Source: an optimization exercise on an open RTL-to-GDS flow (aim: small area and a short achievable clock period). Production flows keep margins and buffers that such runs may drop.
In this exercise RTL edits were held to simulation tests only and were not proved equivalent to the original.
Power figures rest on the tool's default switching activity, not on a simulated workload.

== harbor ==
==> flow/design.v (excerpt) <==
module Regfiles(
    input clk,
    input rst,
    input we,
    input [4:0] raddr1,
    input [4:0] raddr2,
    input [4:0] waddr,
    input [31:0] wdata,
    output reg [31:0] rdata1,
    output reg [31:0] rdata2
    );
Size in the first run: about 2400 cells after synthesis, about 42000 sq um of cells after synthesis.
clock: 6.5 ns
lec_check: 0
cap_margin: 20
core_margin: 2
core_utilization: 50
place_density: 0.65
setup_slack_margin: 2.0
slew_margin: 20
standard.sh (not shown) runs the stock make flow with config.mk's settings and CLKGATE_MAP_FILE= SYNTH_SCRIPT=/design/flow/synth_recipe.tcl, a recipe that flattens the netlist after the stock synthesis.
==> flow/flow/run.sh <==
#!/bin/bash
# Layout flow: the standard ORFS flow (standard.sh), except that
#  - the read-port module Regfiles_rdport is replaced, before synthesis, by a
#    hand-mapped sky130_fd_sc_hd netlist that flow/gen_rdport.py writes (same
#    function as the RTL module); registers are untouched;
#  - port buffers are buf_2 cells, and CTS uses clkbuf_8 cells, clusters of at most 12 sinks, no dummy loads.
set -euo pipefail
python3 -I flow/gen_rdport.py > rdport_cells.v 2> gen_rdport.log
python3 -I flow/subst.py design.v rdport_cells.v design_mapped.v > subst.log 2>&1
export BUFFER_PORTS_ARGS="-buffer_cell sky130_fd_sc_hd__buf_2"
export CTS_ARGS="-sink_clustering_enable -repair_clock_nets -dont_use_dummy_load -buf_list sky130_fd_sc_hd__clkbuf_8 -sink_clustering_size 12 -sink_clustering_max_diameter 60"
bash standard.sh VERILOG_FILES="$PWD/design_mapped.v" finish > standard.log 2>&1
==> flow/flow/gen_rdport.py <==
#!/usr/bin/env python3
"""Writes the gate-level netlist (sky130_fd_sc_hd cells) of module
Regfiles_rdport, one read port of the register file:
q = (rf | (zv & (a == zw))) ? 0 : ~dn[32*a +: 32].

The address is decoded one-hot (sel); the selects and z have one driver
for output bits 0-15 and one for 16-31. For each output bit, a222oi cells give
y = NOT(OR of dn & sel) over groups of 3 entries, which is the selected
entry's bit (dn inverted back) in its group and 1 elsewhere; the last group
(an a221oi) also takes z = rf | (zv & (a == zw)), forcing 0. The output is the
AND of the 11 groups: nand4 / nand4 / nand3, then nor3."""
P = "sky130_fd_sc_hd__"
out = []
w = out.append
n = [0]


def cell(typ, pins):
    n[0] += 1
    conn = ", ".join(".%s(%s)" % (p, s) for p, s in pins)
    w("  %s%s u%d (%s);" % (P, typ, n[0], conn))


def lit(k, v):
    # NOR input that is 0 when a[k] == v
    return "an[%d]" % k if v else "a[%d]" % k


w("module Regfiles_rdport(a, rf, zv, zw, dn, q);")
w("  input [4:0] a;")
w("  input rf;")
w("  input zv;")
w("  input [4:0] zw;")
w("  input [1023:0] dn;")
w("  output [31:0] q;")
w("  wire [4:0] an, x;")
w("  wire [3:0] lo;")
w("  wire [7:0] hi;")
w("  wire [31:0] seln, sel, selh;")
w("  wire t, u, z, zh;")
for k in range(5):
    cell("inv_2", [("A", "a[%d]" % k), ("Y", "an[%d]" % k)])
for j in range(4):
    cell("nor2_2", [("A", lit(0, j & 1)), ("B", lit(1, (j >> 1) & 1)), ("Y", "lo[%d]" % j)])
for m in range(8):
    cell("nor3_2", [("A", lit(2, m & 1)), ("B", lit(3, (m >> 1) & 1)), ("C", lit(4, (m >> 2) & 1)),
                    ("Y", "hi[%d]" % m)])
# each select has two drivers, one for output bits 0-15 and one for 16-31
for i in range(32):
    cell("nand2_2", [("A", "lo[%d]" % (i & 3)), ("B", "hi[%d]" % (i >> 2)), ("Y", "seln[%d]" % i)])
    cell("inv_4", [("A", "seln[%d]" % i), ("Y", "sel[%d]" % i)])
    cell("inv_4", [("A", "seln[%d]" % i), ("Y", "selh[%d]" % i)])
# z = rf | (zv & (a == zw))
for k in range(5):
    cell("xor2_1", [("A", "a[%d]" % k), ("B", "zw[%d]" % k), ("X", "x[%d]" % k)])
cell("nor3_1", [("A", "x[0]"), ("B", "x[1]"), ("C", "x[2]"), ("Y", "t")])
cell("nor2_1", [("A", "x[3]"), ("B", "x[4]"), ("Y", "u")])
cell("a31o_2", [("A1", "zv"), ("A2", "t"), ("A3", "u"), ("B1", "rf"), ("X", "z")])
cell("a31o_2", [("A1", "zv"), ("A2", "t"), ("A3", "u"), ("B1", "rf"), ("X", "zh")])
for b in range(32):
    ys = []
    for k in range(11):
        y = "y%d_%d" % (b, k)
        w("  wire %s;" % y)
        es = list(range(3 * k, min(3 * k + 3, 32)))
        pins = []
        for p, e in zip("ABC", es):
            pins += [(p + "1", "dn[%d]" % (32 * e + b)), (p + "2", ("sel[%d]" if b < 16 else "selh[%d]") % e)]
        if len(es) == 3:
            cell("a222oi_1", pins + [("Y", y)])
        else:
            cell("a221oi_1", pins + [("C1", "z" if b < 16 else "zh"), ("Y", y)])
        ys.append(y)
    hs = []
    for j, part in enumerate([ys[0:4], ys[4:8], ys[8:11]]):
        h = "h%d_%d" % (b, j)
        w("  wire %s;" % h)
        typ = {3: "nand3_1", 4: "nand4_1"}[len(part)]
        cell(typ, [(p, s) for p, s in zip("ABCD", part)] + [("Y", h)])
        hs.append(h)
    cell("nor3_1", [("A", hs[0]), ("B", hs[1]), ("C", hs[2]), ("Y", "q[%d]" % b)])
w("endmodule")
print("\n".join(out))
Other scripts of this flow, unchanged in this note and not shown: flow/flow/subst.py
Setup changes, harbor to maple
# harbor
export LEC_CHECK = 0
export CAP_MARGIN = 20
export CORE_MARGIN = 2
export CORE_UTILIZATION = 50
export PLACE_DENSITY = 0.65
export SETUP_SLACK_MARGIN = 2.0
export SLEW_MARGIN = 20
create_clock -name core_clock -period 6.5 [get_ports {clk}]
# maple
export LEC_CHECK = 0
export CAP_MARGIN = 20
export CORE_MARGIN = 2
export CORE_UTILIZATION = 60
export PLACE_DENSITY = 0.7
export SETUP_SLACK_MARGIN = 2.0
export SLEW_MARGIN = 20
create_clock -name core_clock -period 6.5 [get_ports {clk}]
-- flow/flow/gen_rdport.py --
<<< harbor, line 6
The address is decoded one-hot (sel); the selects and z have one driver
for output bits 0-15 and one for 16-31. For each output bit, a222oi cells give
>>> maple, line 6
The address is decoded one-hot (sel). For each output bit, a222oi cells give
<<< harbor, line 39
w("  wire [31:0] seln, sel, selh;")
w("  wire t, u, z, zh;")
>>> maple, line 38
w("  wire [31:0] seln, sel;")
w("  wire t, u, z;")
<<< harbor, line 42
    cell("inv_2", [("A", "a[%d]" % k), ("Y", "an[%d]" % k)])
>>> maple, line 41
    cell("inv_1", [("A", "a[%d]" % k), ("Y", "an[%d]" % k)])
<<< harbor, line 44
    cell("nor2_2", [("A", lit(0, j & 1)), ("B", lit(1, (j >> 1) & 1)), ("Y", "lo[%d]" % j)])
>>> maple, line 43
    cell("nor2_1", [("A", lit(0, j & 1)), ("B", lit(1, (j >> 1) & 1)), ("Y", "lo[%d]" % j)])
<<< harbor, line 46
    cell("nor3_2", [("A", lit(2, m & 1)), ("B", lit(3, (m >> 1) & 1)), ("C", lit(4, (m >> 2) & 1)),
>>> maple, line 45
    cell("nor3_1", [("A", lit(2, m & 1)), ("B", lit(3, (m >> 1) & 1)), ("C", lit(4, (m >> 2) & 1)),
<<< harbor, line 48
# each select has two drivers, one for output bits 0-15 and one for 16-31
>>> maple, line 47
<<< harbor, line 50
    cell("nand2_2", [("A", "lo[%d]" % (i & 3)), ("B", "hi[%d]" % (i >> 2)), ("Y", "seln[%d]" % i)])
    cell("inv_4", [("A", "seln[%d]" % i), ("Y", "sel[%d]" % i)])
    cell("inv_4", [("A", "seln[%d]" % i), ("Y", "selh[%d]" % i)])
>>> maple, line 48
    cell("nand2_1", [("A", "lo[%d]" % (i & 3)), ("B", "hi[%d]" % (i >> 2)), ("Y", "seln[%d]" % i)])
    cell("inv_2", [("A", "seln[%d]" % i), ("Y", "sel[%d]" % i)])
<<< harbor, line 58
cell("a31o_2", [("A1", "zv"), ("A2", "t"), ("A3", "u"), ("B1", "rf"), ("X", "z")])
cell("a31o_2", [("A1", "zv"), ("A2", "t"), ("A3", "u"), ("B1", "rf"), ("X", "zh")])
>>> maple, line 55
cell("a31o_1", [("A1", "zv"), ("A2", "t"), ("A3", "u"), ("B1", "rf"), ("X", "z")])
<<< harbor, line 68
            pins += [(p + "1", "dn[%d]" % (32 * e + b)), (p + "2", ("sel[%d]" if b < 16 else "selh[%d]") % e)]
>>> maple, line 64
            pins += [(p + "1", "dn[%d]" % (32 * e + b)), (p + "2", "sel[%d]" % e)]
<<< harbor, line 72
            cell("a221oi_1", pins + [("C1", "z" if b < 16 else "zh"), ("Y", y)])
>>> maple, line 68
            cell("a221oi_1", pins + [("C1", "z"), ("Y", y)])
[summary]
Diff harbor..maple | accumulated negative setup slack | unchanged. Looking at count of clock-buffer cells in the layout, maple sits 4 below harbor. Taking harbor as the reference, in maple overall routed net length up 4.6%, post-route met1 wirelength lower. The count of inserted tapcells in harbor is 1.3 times that in maple. Synthesized netlist cell count, harbor and maple: higher on harbor. Diff harbor -> maple: number of buffers inserted to repair setup after CTS lost 27, combinational fraction of design power lost 0.8 points, simple-gate share of the synthesized area lost 0.52 points. Detailed-routed wire length on met3 | maple above harbor. Internal portion of total power on maple is ahead of harbor.
Inputs modified between maple and ember:
# maple
export LEC_CHECK = 0
export CAP_MARGIN = 20
export CORE_MARGIN = 2
export CORE_UTILIZATION = 60
export PLACE_DENSITY = 0.7
export SETUP_SLACK_MARGIN = 2.0
export SLEW_MARGIN = 20
create_clock -name core_clock -period 6.5 [get_ports {clk}]
# ember
export LEC_CHECK = 0
export CAP_MARGIN = 20
export CORE_MARGIN = 2
export CORE_UTILIZATION = 50
export PLACE_DENSITY = 0.65
export SETUP_SLACK_MARGIN = 2.0
export SLEW_MARGIN = 20
create_clock -name core_clock -period 6.5 [get_ports {clk}]
--- outcome ---
| sequential power share | ember vs maple | 0.2 points lower |
As far as number of gates on the worst path with buffers counted goes, ember and maple are indistinguishable; the numbers are identical.
Upper clock frequency limit: ember vs maple up 0.41%
In ember the area added between synthesis and finish turned out 0.33 points higher than in maple.
The sequential cell area in the final layout on ember is in line with that on maple.
Comparing number of buffers added by the clock tree synthesis step for ember and maple, the smaller number came from maple.
The routed wire length number comes out higher for maple vs ember.

* * *

== the reference run ==
The RTL this note starts from:
==> flow/design.v <==
`timescale 1ns / 1ps
module Regfiles(
    input clk,
    input rst,
    input we,
    input [4:0] raddr1,
    input [4:0] raddr2,
    input [4:0] waddr,
    input [31:0] wdata,
    output reg [31:0] rdata1,
    output reg [31:0] rdata2
    );
    reg [31:0] mem [0:31];
    reg [31:0] wb_data;
    reg [4:0]  wb_addr;
    reg        wb_valid;
    reg        vz;
    reg        rst_flag;
    wire wr    = we & ~rst;
    wire same  = waddr == wb_addr;
    wire flush = wb_valid & ~(wr & same);
    always @(posedge clk) begin
        if (flush)
            mem[wb_addr] <= wb_data;
        wb_data  <= wdata;
        wb_addr  <= waddr;
        wb_valid <= wr;
        vz       <= wr & (rst_flag | (vz & same));
    end
    always @(posedge clk or posedge rst) begin
        if (rst)
            rst_flag <= 1'b1;
        else
            rst_flag <= 1'b0;
    end
    reg [31:0] ren;
    integer i;
    always @(*) begin
        for (i = 0; i < 32; i = i + 1)
            ren[i] = ~rst_flag & ~(vz & (wb_addr == i));
    end
    wire [1023:0] words;
    genvar g;
    generate
        for (g = 0; g < 32; g = g + 1) begin : gw
            assign words[32*g +: 32] = mem[g];
        end
    endgenerate
    wire [31:0] q1, q2;
    Regfiles_rdport p1(.a(raddr1), .en(ren), .d(words), .q(q1));
    Regfiles_rdport p2(.a(raddr2), .en(ren), .d(words), .q(q2));
    always @(*) begin
        rdata1 = q1;
        rdata2 = q2;
    end
endmodule
module Regfiles_rdport(
    input [4:0] a,
    input [31:0] en,
    input [1023:0] d,
    output [31:0] q
    );
    assign q = en[a] ? d[32*a +: 32] : 32'h0;
endmodule
clock: 6.5 ns
lec_check: 0
cap_margin: 20
core_margin: 2
core_utilization: 40
setup_slack_margin: 2.5
slew_margin: 20
==> flow/flow/run.sh <==
#!/bin/bash
# Layout flow: the standard ORFS flow (standard.sh), except that the read-port
# module Regfiles_rdport is replaced, before synthesis, by a hand-mapped
# sky130_fd_sc_hd netlist that flow/gen_rdport.py writes (same function: entry
# a of d when en[a] is set, else 0). Registers are untouched.
set -euo pipefail
python3 -I flow/gen_rdport.py A > rdport_cells.v 2> gen_rdport.log
python3 -I flow/subst.py design.v rdport_cells.v design_mapped.v > subst.log 2>&1
bash standard.sh VERILOG_FILES="$PWD/design_mapped.v" finish > standard.log 2>&1
Other scripts of this flow, unchanged in this note and not shown: flow/flow/gen_rdport.py, flow/flow/subst.py
The reference run finished every step from synthesis to the final layout, and the layout passed the timing, DRC and antenna checks.
Edits applied to the flow inputs when going from the reference run to the trial run:
Settings: changing SETUP_SLACK_MARGIN from 2.5 to 1.5.
--- outcome ---
- STATUS total leakage power: the trial run wins against the reference run
- Route | the trial run vs the reference run | wire shorter in the trial run
- Compared with the reference run, in the trial run core utilization now smaller, biggest cell delay along the critical path increased 0.04 ns.
- Changes observed in the trial run relative to the reference run: post-route cell area went down 2100 um^2; register share of the cell area went up 2.4 points; count of inserted tapcells held.

* * *

Regfiles, a different RTL version from the one above (not shown whole).
Size: about 2500 cells after synthesis, about 1100 flip-flops, ~110 I/O pins, ~43000 um^2 of cells after synthesis.
Design Regfiles, start of the top module:
module Regfiles(
    input clk,
    input rst,
    input we,
    input [4:0] raddr1,
    input [4:0] raddr2,
    input [4:0] waddr,
    input [31:0] wdata,
    output reg [31:0] rdata1,
    output reg [31:0] rdata2
    );
Settings: LEC_CHECK=0, CAP_MARGIN=20, CORE_MARGIN=2, CORE_UTILIZATION=65, PLACE_DENSITY=0.75, SETUP_SLACK_MARGIN=2.0, SLEW_MARGIN=20; clock period 6.5 ns.
==> flow/flow/run.sh <==
#!/bin/bash
# Layout flow: the standard ORFS flow (standard.sh), except that
#  - the read-port module Regfiles_rdport is replaced, before synthesis, by a
#    hand-mapped sky130_fd_sc_hd netlist that flow/gen_rdport.py writes (same
#    function: entry a of d when en[a] is set, else 0); registers are untouched;
#  - port buffers are buf_2 cells, and CTS inserts no dummy loads.
set -euo pipefail
python3 -I flow/gen_rdport.py A > rdport_cells.v 2> gen_rdport.log
python3 -I flow/subst.py design.v rdport_cells.v design_mapped.v > subst.log 2>&1
export BUFFER_PORTS_ARGS="-buffer_cell sky130_fd_sc_hd__buf_2"
export CTS_ARGS="-sink_clustering_enable -repair_clock_nets -dont_use_dummy_load -buf_list {sky130_fd_sc_hd__clkbuf_4 sky130_fd_sc_hd__clkbuf_8}"
bash standard.sh VERILOG_FILES="$PWD/design_mapped.v" finish > standard.log 2>&1
Other scripts of this flow, unchanged in this note and not shown: flow/flow/gen_rdport.py, flow/flow/subst.py
Then changed:
CORE_UTILIZATION = 40   (was 65)
PLACE_DENSITY = not set   (was 0.75)
After rerunning:
- The changed run finished with timing, DRC and antenna clean
- cell area is higher by about 3%
- utilization goes down by 29 points
- clock-buffer cell count rose by 9
- sequential power hardly moves
- area after synthesis stays the same
- maximum frequency rose by 0.41%
- worst setup slack improved by 0.019 ns
- first-iteration DRC count fell by 28%
- synthesized cell count does not change
- total power increases by about 1.4%
- combinational power rose by about 2%

* * *

Starting RTL as in the previous note.
Settings: LEC_CHECK=0, CAP_MARGIN=20, CORE_MARGIN=2, CORE_UTILIZATION=65, PLACE_DENSITY=0.75, SETUP_SLACK_MARGIN=2.0, SLEW_MARGIN=20; clock period 6.5 ns.
==> flow/flow/run.sh <==
#!/bin/bash
# Layout flow: the standard ORFS flow (standard.sh), except that
#  - the read-port module Regfiles_rdport is replaced, before synthesis, by a
#    hand-mapped sky130_fd_sc_hd netlist that flow/gen_rdport.py writes (same
#    function: entry a of d when en[a] is set, else 0); registers are untouched;
#  - port buffers are buf_2 cells, and CTS uses clkbuf_8 cells, clusters of at most 14 sinks, no dummy loads.
set -euo pipefail
python3 -I flow/gen_rdport.py C > rdport_cells.v 2> gen_rdport.log
python3 -I flow/subst.py design.v rdport_cells.v design_mapped.v > subst.log 2>&1
export BUFFER_PORTS_ARGS="-buffer_cell sky130_fd_sc_hd__buf_2"
export CTS_ARGS="-sink_clustering_enable -repair_clock_nets -dont_use_dummy_load -buf_list sky130_fd_sc_hd__clkbuf_8 -sink_clustering_size 14 -sink_clustering_max_diameter 80"
bash standard.sh VERILOG_FILES="$PWD/design_mapped.v" finish > standard.log 2>&1
Other scripts of this flow, unchanged in this note and not shown: flow/flow/gen_rdport.py, flow/flow/subst.py
The first run went through all stages and came out clean.
Edit:
--- a/flow/flow/run.sh
+++ b/flow/flow/run.sh
@@ -6,5 +6,5 @@
 #  - port buffers are buf_2 cells, and CTS uses clkbuf_8 cells, clusters of at most 14 sinks, no dummy loads.
 set -euo pipefail
-python3 -I flow/gen_rdport.py C > rdport_cells.v 2> gen_rdport.log
+python3 -I flow/gen_rdport.py A > rdport_cells.v 2> gen_rdport.log
 python3 -I flow/subst.py design.v rdport_cells.v design_mapped.v > subst.log 2>&1
 export BUFFER_PORTS_ARGS="-buffer_cell sky130_fd_sc_hd__buf_2"
--- a/flow/config.mk
+++ b/flow/config.mk
@@ -8,6 +8,6 @@
 export CAP_MARGIN = 20
 export CORE_MARGIN = 2
-export CORE_UTILIZATION = 65
-export PLACE_DENSITY = 0.75
+export CORE_UTILIZATION = 50
+export PLACE_DENSITY = 0.65
 export SETUP_SLACK_MARGIN = 2.0
 export SLEW_MARGIN = 20
The new run went through all stages and came out clean.
Setup slack improves by 0.076 ns.
Global-route usage is lower by 6.1 points.
Count of clock-buffer cells in the layout does not change.
Sequential power stays flat.
Clock power is higher slightly.
Power is higher slightly.
Via count drops by a few percent.
Utilization decreases by 15 points.

## port drivers added, routing unchanged
The flow's constraints put no driver on any port. The routed layouts listed below were extracted and timed again, unchanged, in two steps. Step 1 (the two cells are an assumption about what drives the block):
set clk [get_ports {clk}]
set_driving_cell -lib_cell sky130_fd_sc_hd__clkbuf_16 $clk
set_driving_cell -lib_cell sky130_fd_sc_hd__buf_2 [delete_from_list [all_inputs] $clk]
Step 2 adds t to the input delays and takes it off the output delays; t is the mean of the earliest and latest rising clock arrival at the registers after step 1. Input paths then give back, and output paths get back, about the clock's delay inside the block. Three values: ideal ports, drivers, drivers and shift; two values: the first two.
run | t, ns | setup WS [ns] | worst setup path at the end | worst register clock-pin slew, ns | cell pins on the clock port's net
harbor | 0.812 | 1.866 / 1.750 / 1.750 | input to output | 0.09 / 0.09 | 1
maple | 0.749 | 1.841 / 1.814 / 1.814 | input to output | 0.09 / 0.09 | 1
ember | 0.787 | 1.860 / 1.827 / 1.827 | input to output | 0.09 / 0.09 | 1
the reference run | 0.756 | 1.546 / 1.482 / 1.529 | input to output | 0.07 / 0.07 | 1
the trial run | 0.754 | 1.485 / 1.418 / 1.473 | input to output | 0.07 / 0.07 | 1
the first run of note 3 | 0.877 | 1.832 / 1.779 / 1.779 | input to output | 0.06 / 0.06 | 1
the second run of note 3 | 0.904 | 1.851 / 1.788 / 1.788 | input to output | 0.07 / 0.07 | 1
the first run of note 4 | 0.783 | 1.727 / 1.702 / 1.702 | input to output | 0.11 / 0.11 | 1
the second run of note 4 | 0.774 | 1.803 / 1.774 / 1.774 | input to output | 0.10 / 0.10 | 1
After both steps setup and hold are still met in every run listed. The setup slack of harbor, which loses most, moves by -0.116 ns with the drivers and by -0.116 ns with both steps.
